This design comes from an exercise in tuning for small area, a short achievable clock period and few clock cycles per item on the open sky130 flow, not from production work.
The RTL was checked by simulation tests, not by an equivalence proof against the original design.

Setup of run A:
## float64_mul
module float64_mul (
        ap_clk,
        ap_rst,
        ap_start,
        ap_done,
        ap_idle,
        ap_ready,
        a,
        b,
        ap_return
);
Size: about 5,200 cells after synthesis, roughly 230 flip-flops, about 200 I/O pins.
==> flow/config.mk <==
export PLATFORM = sky130hd
export DESIGN_NAME = float64_mul
export DESIGN_NICKNAME = float64_mul
export VERILOG_FILES = /design/flow/design.v
export SDC_FILE = /design/flow/constraint.sdc
export NUM_CORES = 4
export LEC_CHECK = 0
export CAP_MARGIN = 30
export CORE_MARGIN = 2
export CORE_UTILIZATION = 40
export SETUP_SLACK_MARGIN = 3.0
export SLEW_MARGIN = 30
==> flow/constraint.sdc <==
create_clock -name core_clock -period 10.0 [get_ports {ap_clk}]
set_input_delay 2.0000 -clock core_clock [delete_from_list [all_inputs] [get_ports {ap_clk}]]
set_output_delay 2.0000 -clock core_clock [all_outputs]
set_load 0.01 [all_outputs]
standard.sh (not shown) runs the stock make flow with config.mk's settings and CLKGATE_MAP_FILE= SYNTH_SCRIPT=/design/flow/synth_recipe.tcl, a recipe that flattens the netlist after the stock synthesis.
==> flow/flow/run.sh <==
#!/bin/bash
# The standard layout (the standard.sh, unchanged synthesis), except that the port
# buffers that global placement inserts on every input and output are plain
# sky130_fd_sc_hd__buf_4 cells instead of the delay buffers buffer_ports picks by default.
set -euo pipefail
export BUFFER_PORTS_ARGS="-buffer_cell sky130_fd_sc_hd__buf_4"
bash standard.sh finish > orfs_make.log 2>&1
Testbench counts of run A, summed over its fixed seeds: cycles 9,600, items 2,400.
The inputs of run B differ from those of run A as listed below.
- swapping 30 for 25 in SLEW_MARGIN
- putting PLACE_DENSITY at 0.65 where nothing was set
- swapping 40 for 45 in CORE_UTILIZATION
- swapping 30 for 25 in CAP_MARGIN
- swapping 3.0 for 2.75 in SETUP_SLACK_MARGIN
--- a/flow/flow/run.sh
+++ b/flow/flow/run.sh
@@ -4 +4 @@
-# sky130_fd_sc_hd__buf_4 cells instead of the delay buffers buffer_ports picks by default.
+# sky130_fd_sc_hd__buf_2 cells instead of the delay buffers buffer_ports picks by default.
@@ -6 +6 @@
-export BUFFER_PORTS_ARGS="-buffer_cell sky130_fd_sc_hd__buf_4"
+export BUFFER_PORTS_ARGS="-buffer_cell sky130_fd_sc_hd__buf_2"
[summary]
Across both runs, wire length of the first global-routing pass was lower for run B than for run A. Worst setup slack after layout on run B is behind run A. Between run A and run B, the layout-stage area growth over the synthesis result is lower for run B. Run B vs. run A: initial detailed-routing violation count decreased by 2.2% relative to the old numbers. A worst-path cell with the longest stage delay of sky130_fd_sc_hd__dfxtp_1 is what run A shows, while sky130_fd_sc_hd__o21ai_1 belongs to run B. Going from run A to run B, routed length on met2 shrinks by 4.2%.
Input changes introduced in run C (baseline for comparison: run B):
- swapping 2.75 for 2.5 in SETUP_SLACK_MARGIN
- swapping 45 for 40 in CORE_UTILIZATION
- clearing PLACE_DENSITY, which used to be 0.65
- swapping 25 for 30 in SLEW_MARGIN
- swapping 25 for 30 in CAP_MARGIN
--- a/flow/flow/run.sh
+++ b/flow/flow/run.sh
@@ -4 +4 @@
-# sky130_fd_sc_hd__buf_2 cells instead of the delay buffers buffer_ports picks by default.
+# sky130_fd_sc_hd__buf_4 cells instead of the delay buffers buffer_ports picks by default.
@@ -6 +6 @@
-export BUFFER_PORTS_ARGS="-buffer_cell sky130_fd_sc_hd__buf_2"
+export BUFFER_PORTS_ARGS="-buffer_cell sky130_fd_sc_hd__buf_4"
### Flow results
- Between run B and run C, the flow reports first-iteration DRC count decreasing by a few percent.
- Run C and run B ended up with nearly the same sequential share of cell area.
- Compared with run B, run C shows a pin slew with the least headroom to its limit that is 0.13 ns higher.
- Relative to run B, delay of the slowest cell on the worst path has gone up in run C.
- The launching instance or port of the critical path comes out acc_s[19] in one run and acc_s[7] in the other, namely in run C and run B respectively.
- Run C vs run B: cell count along the critical path down in run C
Here is what was changed in the inputs of run D compared with run C.
- SETUP_SLACK_MARGIN: 2.5 -> 3.0
- CAP_MARGIN: 30 -> 25
- CORE_UTILIZATION: 40 -> 45
- PLACE_DENSITY: unset -> 0.65
- SLEW_MARGIN: 30 -> 25
--- a/flow/flow/run.sh
+++ b/flow/flow/run.sh
@@ -4 +4 @@
-# sky130_fd_sc_hd__buf_4 cells instead of the delay buffers buffer_ports picks by default.
+# sky130_fd_sc_hd__buf_2 cells instead of the delay buffers buffer_ports picks by default.
@@ -6 +6 @@
-export BUFFER_PORTS_ARGS="-buffer_cell sky130_fd_sc_hd__buf_4"
+export BUFFER_PORTS_ARGS="-buffer_cell sky130_fd_sc_hd__buf_2"
==> notes.md <==
In run D, met2 capacity usage during global routing is higher than in run C.
On fraction of area in clock buffers and inverters, run C and run D are neck and neck.
| area added between synthesis and finish | run D vs run C | 3.4 points higher |
What run E does differently from run D at the input level:
- SETUP_SLACK_MARGIN now 2.5, was 3.0
- SLEW_MARGIN now 30, was 25
- CAP_MARGIN now 30, was 25
- PLACE_DENSITY no longer set, was 0.65
--- a/flow/flow/run.sh
+++ b/flow/flow/run.sh
@@ -4 +4 @@
-# sky130_fd_sc_hd__buf_2 cells instead of the delay buffers buffer_ports picks by default.
+# sky130_fd_sc_hd__buf_4 cells instead of the delay buffers buffer_ports picks by default.
@@ -6 +6 @@
-export BUFFER_PORTS_ARGS="-buffer_cell sky130_fd_sc_hd__buf_2"
+export BUFFER_PORTS_ARGS="-buffer_cell sky130_fd_sc_hd__buf_4"
- [compare] base=run D new=run E: sum of routed wire segments on met1 now larger, critical path depth now smaller, total wire length after detailed routing lost 3.3%, register-to-register slack shows a reduction of 0.43 ns.
- Higher number of buffers and inverters on the critical path goes to run D over run E.
- Going from run D to run E, the period utilization was found to have gone up by 1.7 points.
- Compared with run D, in run E first-pass GRT wire length has decreased; design area decreased by 1500 um2 relative to the old numbers; worst setup slack -0.17 ns.

[what the ideal ports hide]
How much do the figures lean on ideal ports? The routed layouts below were timed once more, with nothing changed but the port constraints. Step 1, drivers: a clkbuf_16 drives ap_clk and a buf_2 each remaining input, both assumed. Step 2, shift: input delay + t, output delay - t, t = (earliest + latest rising clock arrival at the registers) / 2. This alone moves slack from input paths to output paths. Three values: ideal ports, drivers, drivers and shift; two values: the first two.
| run | shift t [ns] | setup WS [ns] | worst hold slack (ns) | latest minus earliest clock arrival (ns) | slew at the worst register clock pin (ns) |
|---|---|---|---|---|---|
| run A | 0.645 | 2.721 / 2.661 / 2.367 | 0.465 / 0.465 / 0.465 | 0.029 / 0.030 | 0.07 / 0.07 |
| run B | 0.634 | 2.682 / 2.622 / 2.091 | 0.485 / 0.485 / 0.485 | 0.019 / 0.018 | 0.07 / 0.07 |
| run C | 0.631 | 2.517 / 2.461 / 2.075 | 0.472 / 0.472 / 0.472 | 0.024 / 0.023 | 0.07 / 0.07 |
| run D | 0.634 | 2.735 / 2.676 / 2.434 | 0.467 / 0.467 / 0.467 | 0.026 / 0.026 | 0.07 / 0.07 |
| run E | 0.644 | 2.564 / 2.505 / 2.117 | 0.474 / 0.474 / 0.474 | 0.030 / 0.030 | 0.07 / 0.07 |
After both steps every run listed still meets setup and hold. For run B, which loses most, drivers alone change the setup slack by -0.060 ns; drivers and shift together by -0.591 ns.
